Context: an optimization exercise on an open-source flow, tuned for small area. The choices shown serve that exercise and are no tape-out recipe.
Function was checked by simulation only, so behaviour that the tests miss may differ from the original.

==> build 42: inputs <==
==> flow/design.v <==
module CPU (clk, reset, in, out, N, V, Z, w, mem_cmd, mem_addr, reg_out);
	input clk, reset;
	input [15:0] in;
	output logic [15:0] out;
	output logic N, V, Z, w;
	output logic [1:0] mem_cmd;
	output logic [8:0] mem_addr;
	output logic [127:0] reg_out;
	localparam logic [3:0] S_EX    = 4'b0000,
	                       S_INIT  = 4'b0001,
	                       S_LD    = 4'b0010,
	                       S_CP    = 4'b0011,
	                       S_INC   = 4'b0100,
	                       S_INC_S = 4'b0101,
	                       S_INC_B = 4'b0110,
	                       S_INC_L = 4'b0111,
	                       S_J_ADD = 4'b1000,
	                       S_J_CPY = 4'b1001,
	                       S_HALT  = 4'b1111;
	logic [3:0] ph, st, nxt;
	logic [15:0] rf [0:7];
	logic [15:0] ob;
	logic [8:0] X, Y;
	logic cy, d1, d2;
	wire [2:0] opc = in[15:13];
	wire [1:0] op  = in[12:11];
	wire [2:0] rn  = in[10:8];
	wire [2:0] rd  = in[7:5];
	wire [2:0] rm  = in[2:0];
	wire [1:0] sh  = in[4:3];
	wire i_halt = (opc == 3'b111);
	wire i_movi = (opc == 3'b110) &  op[1];
	wire i_mov  = (opc == 3'b110) & ~op[1];
	wire i_alu  = (opc == 3'b101);
	wire i_cmp  = i_alu & (op == 2'b01);
	wire i_and  = i_alu & (op == 2'b10);
	wire i_mvn  = i_alu & (op == 2'b11);
	wire i_ldr  = (opc == 3'b011);
	wire i_str  = (opc == 3'b100);
	wire i_b    = (opc == 3'b001);
	wire i_bl   = (opc == 3'b010) &  op[0];
	wire i_bx   = (opc == 3'b010) & ~op[0];
	wire ex   = (st == S_EX);
	wire inc  = (st[3:2] == 2'b01);
	wire pm   = (st[3:1] == 3'b011);       
	wire jadd = (st == S_J_ADD);
	wire jj   = (st[3:1] == 3'b100);
	wire ld   = (st == S_LD);
	wire cp   = (st == S_CP);
	wire init = (st == S_INIT);
	wire ph0  = (ph == 4'd0);
	wire ph15 = (ph == 4'd15);
	wire lo9  = (ph < 4'd9);
	wire [2:0] rb = (in[15] & (in[14] | in[13])) ? rm : rd;
	logic [7:0] tap0, tap1;
	always_comb
		for (int i = 0; i < 8; i++) begin
			tap0[i] = rf[i][0];
			tap1[i] = rf[i][1];
		end
	wire m   = tap1[rb];
	wire arn = tap0[rn];
	logic bsh;
	always_comb
		case (sh)
			2'b00: bsh = d1;
			2'b01: bsh = ~ph0 & d2;
			2'b10: bsh = ~ph15 & m;
			default: bsh = ph15 ? d1 : m;
		endcase
	wire imm5 = i_ldr | i_str;
	logic [3:0] idx;
	always_comb
		if (ld) idx = ph;
		else if (imm5) idx = (ph > 4'd4) ? 4'd4 : ph;
		else idx = ph[3] ? 4'd7 : {1'b0, ph[2:0]};
	wire inbit = in[idx];
	wire use_imm = i_movi | i_b | i_bl | imm5;
	wire use_rn  = (i_alu & ~i_mvn) | imm5;
	logic a, b, inv, cinit;
	always_comb begin
		a = 1'b0; b = 1'b0; inv = 1'b0; cinit = 1'b0;
		if (ex) begin
			a = use_rn & arn;
			b = use_imm ? inbit : bsh;
			inv = i_cmp | i_mvn;
			cinit = i_cmp;
		end else if (inc) begin
			a = Y[0];
			cinit = 1'b1;
		end else if (jj) begin
			a = jadd & Y[0];
			b = X[0];
		end else if (cp) begin
			b = ob[0];
		end
	end
	wire bb   = b ^ inv;
	wire c    = ph0 ? cinit : cy;
	wire s    = a ^ bb ^ c;
	wire cout = (a & bb) | (c & (a ^ bb));
	wire res  = (ex & i_and) ? (a & bb) : (s & ~(pm & ph[3]));
	wire we = (ex & (i_movi | i_mov | (i_alu & ~i_cmp))) | (st == S_INC_L) | cp;
	wire [2:0] widx = (st == S_INC_L) ? 3'd7 : (ex & i_movi) ? rn : rd;
	always_ff @(posedge clk)
		for (int i = 0; i < 8; i++)
			rf[i] <= {(we && widx == i) ? res : rf[i][0], rf[i][15:1]};
	always_ff @(posedge clk) begin
		d1 <= m;
		d2 <= d1;
		cy <= cout;
	end
	always_ff @(posedge clk)
		ob <= {ex ? bsh : ld ? inbit : ob[0], ob[15:1]};
	always_ff @(posedge clk) begin
		if (lo9 & (ex | jj))
			X <= {res, X[8:1]};
		if (lo9 & (inc | jj | init))
			Y <= {res, Y[8:1]};
	end
	always_ff @(posedge clk)
		if (ex & i_cmp) begin
			N <= s;
			V <= c ^ cout;
			Z <= ~s & (Z | ph0);
		end
	logic taken;
	always_comb
		case (rn)
			3'b000: taken = 1'b1;
			3'b001: taken = Z;
			3'b010: taken = ~Z;
			3'b011: taken = N ^ V;
			default: taken = (N ^ V) | Z;
		endcase
	always_comb
		case (st)
			S_EX:
				if (i_halt) nxt = S_HALT;
				else if (i_ldr) nxt = S_LD;
				else if (i_str) nxt = S_INC_S;
				else if (i_bx) nxt = S_J_CPY;
				else if (i_bl) nxt = S_INC_L;
				else if (i_b & taken) nxt = S_INC_B;
				else nxt = S_INC;
			S_LD:    nxt = S_CP;
			S_CP:    nxt = S_INC;
			S_INC_B, S_INC_L: nxt = S_J_ADD;
			S_HALT:  nxt = S_HALT;
			default: nxt = S_EX;
		endcase
	always_ff @(posedge clk)
		if (reset) begin
			ph <= 4'd0;
			st <= S_INIT;
		end else begin
			ph <= ph + 4'd1;
			if (ph15) st <= nxt;
		end
	wire wr = (st == S_INC_S) & ph0;
	wire msel = (ex & i_ldr & ph15) | (ld & ~ph15) | wr;
	assign mem_addr = msel ? X : Y;
	assign mem_cmd = wr ? 2'b10 : 2'b01;
	assign out = ob;
	assign w = (st == S_HALT);
	assign reg_out = {rf[7], rf[6], rf[5], rf[4], rf[3], rf[2], rf[1], rf[0]};
endmodule
==> flow/flow/run.sh <==
#!/bin/bash
# Own layout flow: the standard flow (standard.sh), with
#  - the port buffers made with the smallest buffer (buf_1) instead of clkdlybuf4s50_1,
#  - clock tree synthesis with small clock buffers and no dummy loads.
# Each tool's output goes to its own log in this folder (and ORFS's own logs under orfs/logs).
set -euo pipefail
cat >> config.mk <<'EOC'
export BUFFER_PORTS_ARGS = -buffer_cell sky130_fd_sc_hd__buf_1
export CTS_ARGS = -sink_clustering_enable -repair_clock_nets -dont_use_dummy_load -buf_list {sky130_fd_sc_hd__clkbuf_4 sky130_fd_sc_hd__clkbuf_8}
EOC
bash standard.sh synth > synth.log 2>&1
bash standard.sh > layout.log 2>&1
==> flow/standard.sh <==
#!/bin/bash
# synth_recipe.tcl (not shown) runs the flow's synth.tcl, then flattens the netlist and writes it again
# the make line also repeats each setting of config.mk as NAME=value (left out here)
make -C /OpenROAD-flow-scripts/flow DESIGN_CONFIG=/design/flow/config.mk WORK_HOME=/design/flow/orfs CLKGATE_MAP_FILE= SYNTH_SCRIPT=/design/flow/synth_recipe.tcl "${@:-finish}"
==> flow/config.mk <==
export PLATFORM = sky130hd
export DESIGN_NAME = CPU
export DESIGN_NICKNAME = CPU
export VERILOG_FILES = /design/flow/design.v
export SDC_FILE = /design/flow/constraint.sdc
export NUM_CORES = 4
export LEC_CHECK = 0
export CAP_MARGIN = 20
export CORE_MARGIN = 2
export CORE_UTILIZATION = 40
export SLEW_MARGIN = 20
export BUFFER_PORTS_ARGS = -buffer_cell sky130_fd_sc_hd__buf_1
export CTS_ARGS = -sink_clustering_enable -repair_clock_nets -dont_use_dummy_load -buf_list {sky130_fd_sc_hd__clkbuf_4 sky130_fd_sc_hd__clkbuf_8}
==> flow/constraint.sdc <==
create_clock -name core_clock -period 10.0 [get_ports {clk}]
set_input_delay 2.0000 -clock core_clock [delete_from_list [all_inputs] [get_ports {clk}]]
set_output_delay 2.0000 -clock core_clock [all_outputs]
set_load 0.01 [all_outputs]
==> build 95 (differences from build 42) <==
==> flow/run.sh (new file) <==
#!/bin/bash
# synth_recipe.tcl (not shown) runs the flow's synth.tcl, then flattens the netlist and writes it again
# the make line also repeats each setting of config.mk as NAME=value (left out here)
make -C /OpenROAD-flow-scripts/flow DESIGN_CONFIG=/design/flow/config.mk WORK_HOME=/design/flow/orfs CLKGATE_MAP_FILE= SYNTH_SCRIPT=/design/flow/synth_recipe.tcl finish
==> flow/config.mk (replaced) <==
export PLATFORM = sky130hd
export DESIGN_NAME = CPU
export DESIGN_NICKNAME = CPU
export VERILOG_FILES = /design/flow/design.v
export SDC_FILE = /design/flow/constraint.sdc
export NUM_CORES = 4
export LEC_CHECK = 0
export CAP_MARGIN = 20
export CORE_MARGIN = 2
export CORE_UTILIZATION = 40
export SLEW_MARGIN = 20
removed: flow/flow/run.sh
removed: flow/standard.sh
==> build 55 (differences from build 42) <==
--- a/flow/design.v
+++ b/flow/design.v
@@ -20,7 +20,8 @@
 	logic [3:0] ph, st, nxt;
 	logic [15:0] rf [0:7];
 	logic [15:0] ob;
-	logic [8:0] X, Y;
+	logic [8:0] X;
+	logic [7:0] Y;
 	logic cy, d1, d2;
 	wire [2:0] opc = in[15:13];
 	wire [1:0] op  = in[12:11];
@@ -42,7 +43,7 @@
 	wire i_bx   = (opc == 3'b010) & ~op[0];
 	wire ex   = (st == S_EX);
 	wire inc  = (st[3:2] == 2'b01);
-	wire pm   = (st[3:1] == 3'b011);       
+	wire bl   = (st == S_INC_L);           
 	wire jadd = (st == S_J_ADD);
 	wire jj   = (st[3:1] == 3'b100);
 	wire ld   = (st == S_LD);
@@ -99,9 +100,9 @@
 	wire c    = ph0 ? cinit : cy;
 	wire s    = a ^ bb ^ c;
 	wire cout = (a & bb) | (c & (a ^ bb));
-	wire res  = (ex & i_and) ? (a & bb) : (s & ~(pm & ph[3]));
-	wire we = (ex & (i_movi | i_mov | (i_alu & ~i_cmp))) | (st == S_INC_L) | cp;
-	wire [2:0] widx = (st == S_INC_L) ? 3'd7 : (ex & i_movi) ? rn : rd;
+	wire res  = (ex & i_and) ? (a & bb) : (s & ~(bl & ph[3]));
+	wire we = (ex & (i_movi | i_mov | (i_alu & ~i_cmp))) | bl | cp;
+	wire [2:0] widx = bl ? 3'd7 : (ex & i_movi) ? rn : rd;
 	always_ff @(posedge clk)
 		for (int i = 0; i < 8; i++)
 			rf[i] <= {(we && widx == i) ? res : rf[i][0], rf[i][15:1]};
@@ -115,8 +116,8 @@
 	always_ff @(posedge clk) begin
 		if (lo9 & (ex | jj))
 			X <= {res, X[8:1]};
-		if (lo9 & (inc | jj | init))
-			Y <= {res, Y[8:1]};
+		if (~ph[3] & (inc | jj | init))
+			Y <= {res, Y[7:1]};
 	end
 	always_ff @(posedge clk)
 		if (ex & i_cmp) begin
@@ -159,7 +160,7 @@
 		end
 	wire wr = (st == S_INC_S) & ph0;
 	wire msel = (ex & i_ldr & ph15) | (ld & ~ph15) | wr;
-	assign mem_addr = msel ? X : Y;
+	assign mem_addr = msel ? X : {1'b0, Y};
 	assign mem_cmd = wr ? 2'b10 : 2'b01;
 	assign out = ob;
 	assign w = (st == S_HALT);
==> flow/flow/run.sh (replaced) <==
#!/bin/bash
# Own layout flow: the standard flow (standard.sh) with three changes.
#  1. After the standard synthesis, its combinational logic is mapped again for area
#     (remap.tcl: Yosys/ABC with deepsyn and amap). The flip-flops are kept as they are
#     (same instances, names and cells); only the gates between them change.
#  2. The port buffers use the smallest buffer (buf_1) instead of clkdlybuf4s50_1.
#  3. Clock tree synthesis uses clkbuf_8 and inserts no dummy loads.
# Each tool's output goes to a log of its own in this folder (ORFS's own logs are under orfs/logs).
set -euo pipefail
W=$PWD
R=$W/orfs/results/$FLOW_PLATFORM/CPU/base
YOSYS=$FLOW_HOME/../tools/install/yosys/bin/yosys
[[ -x $YOSYS ]] || YOSYS=yosys

cat >> config.mk <<'EOC'
export BUFFER_PORTS_ARGS = -buffer_cell sky130_fd_sc_hd__buf_1
export CTS_ARGS = -sink_clustering_enable -repair_clock_nets -dont_use_dummy_load -buf_list {sky130_fd_sc_hd__clkbuf_16} -root_buf sky130_fd_sc_hd__clkbuf_16
EOC

# 1. standard synthesis, up to its netlist
bash standard.sh "$R/1_2_yosys.v" > synth.log 2>&1
cp "$R/1_2_yosys.v" synth_standard.v

# 2. map the combinational logic again; keep the standard netlist if anything looks wrong
LIB=$(ls $FLOW_HOME/platforms/$FLOW_PLATFORM/lib/sky130_fd_sc_hd__tt_025C_1v80.lib)
DU=$(sed -n '/^export DONT_USE_CELLS/,/^$/p' $FLOW_HOME/platforms/$FLOW_PLATFORM/config.mk | grep -oE 'sky130_fd_sc_hd__[a-z0-9_]+' | sed 's/^/-dont_use /' | tr '\n' ' ')
if LIB="$LIB" DU="$DU" IN=synth_standard.v OUT=synth_remap.v ABC=flow/remap.abc \
     timeout 900 "$YOSYS" -c flow/remap.tcl > remap.log 2>&1 \
   && ! grep -q '^ *assign' synth_remap.v \
   && diff <(grep -oE '^ *sky130_fd_sc_hd__s?e?df[a-z0-9_]+ [^ ]+' synth_standard.v | sort) \
           <(grep -oE '^ *sky130_fd_sc_hd__s?e?df[a-z0-9_]+ [^ ]+' synth_remap.v | sort) > remap_regs.diff
then
  cp synth_remap.v "$R/1_2_yosys.v"
  echo "remapped netlist used" >> remap.log
else
  echo "remap refused; standard netlist kept" >> remap.log
fi

# 3. the rest of the standard flow
bash standard.sh > layout.log 2>&1
==> flow/flow/remap.abc (new file) <==
strash
&get -n
&deepsyn -T 20
&put
dch -f
amap
topo
==> flow/flow/remap.tcl (new file) <==
# Map the standard synthesis's combinational logic again, for area. Sequential cells are
# black boxes, so every flip-flop instance keeps its name, cell and connections.
yosys read_liberty -ignore_miss_func $::env(LIB)
yosys blackbox sky130_fd_sc_hd__*df* sky130_fd_sc_hd__*dl*
yosys read_verilog $::env(IN)
yosys hierarchy -top $::env(FLOW_TOP)
yosys flatten
yosys rename -hide w:*.*
yosys opt_clean
yosys abc -liberty $::env(LIB) {*}$::env(DU) -script $::env(ABC)
yosys setundef -zero
yosys splitnets
yosys opt_clean -purge
yosys hilomap -singleton -hicell sky130_fd_sc_hd__conb_1 HI -locell sky130_fd_sc_hd__conb_1 LO
yosys insbuf -buf sky130_fd_sc_hd__buf_4 A X
yosys opt_clean -purge
yosys stat -liberty $::env(LIB)
yosys write_verilog -noattr -noexpr -nohex -nodec $::env(OUT)
--- a/flow/config.mk
+++ b/flow/config.mk
@@ -10,4 +10,4 @@
 export CORE_UTILIZATION = 40
 export SLEW_MARGIN = 20
 export BUFFER_PORTS_ARGS = -buffer_cell sky130_fd_sc_hd__buf_1
-export CTS_ARGS = -sink_clustering_enable -repair_clock_nets -dont_use_dummy_load -buf_list {sky130_fd_sc_hd__clkbuf_4 sky130_fd_sc_hd__clkbuf_8}
+export CTS_ARGS = -sink_clustering_enable -repair_clock_nets -dont_use_dummy_load -buf_list {sky130_fd_sc_hd__clkbuf_16} -root_buf sky130_fd_sc_hd__clkbuf_16
==> flow_metrics.py <==
metrics = {
    "outcome": {
        "outcome": "complete, no violations",
    },
    "floorplanning": {
        "die-area_um2": 14300,
    },
    "placed_design": {
        "dpl_cell_area_um2": 6170,
    },
    "cells_and_area": {
        "mostFrequentLayoutCell": "buf_1",
        "drive_gt1_share_pct": 8.26,
    },
    "logic_synthesis": {
        "synthSimpleGateAreaFrac_pct": 10.8,
    },
    "setup_path": {
        "crit_fanout": 14,
    },
}
# the run above: build 42

==> flow_metrics.py <==
metrics = {
    "outcome": {
        "outcome": "complete, no violations",
    },
    "cells_and_area": {
        "drive_gt1_share_pct": 3.36,
    },
    "setup_path": {
        "critical-path-top-delay-family": "compound AO/OA/AOI/OAI gates",
        "crit_fanout": 9,
    },
    "placed_design": {
        "dpl_cell_area_um2": 5710,
    },
    "floorplanning": {
        "die-area_um2": 13000,
    },
}
# the run above: build 55

==> flow_metrics.py <==
metrics = {
    "logic_synthesis": {
        "seq_area_frac_synth_pct": 69.8,
        "synthSimpleGateAreaFrac_pct": 10.8,
    },
    "setup_path": {
        "crit_fanout": 14,
    },
    "placed_design": {
        "dpl_cell_area_um2": 7280,
    },
    "cells_and_area": {
        "drive_gt1_share_pct": 10.2,
        "mostFrequentLayoutCell": "clkdlybuf4s50_1",
    },
    "outcome": {
        "outcome": "complete, no violations",
    },
    "floorplanning": {
        "die-area_um2": 14300,
    },
}
# the run above: build 95

static timing again, ports no longer ideal:
The results above use ideal ports. As a check the final layouts listed here were re-extracted and re-timed, cells and wires unchanged. Step 1 assumes that a clkbuf_16 drives the clock port and a buf_2 every other input. Step 2, shift: input delay + t, output delay - t, t = (earliest + latest rising clock arrival at the registers) / 2. This alone moves slack from input paths to output paths. a / b / c = no drivers / after step 1 / after step 2; a / b = the first two.
run | t, ns | setup slack, ns | clock arrival spread, ns | slew at the worst register clock pin (ns) | worst slew at a driven data input, ns
build 42 | 0.466 | 3.779 / 3.743 / 3.743 | 0.036 / 0.037 | 0.10 / 0.10 | 0.05
build 95 | 0.460 | 3.146 / 3.109 / 3.109 | 0.011 / 0.011 | 0.07 / 0.07 | 0.05
build 55 | 0.448 | 3.993 / 3.963 / 3.963 | 0.025 / 0.025 | 0.07 / 0.07 | 0.06
After both steps setup and hold are still met in every run listed. For build 95, which loses most, drivers alone change the setup slack by -0.037 ns; drivers and shift together by -0.037 ns.
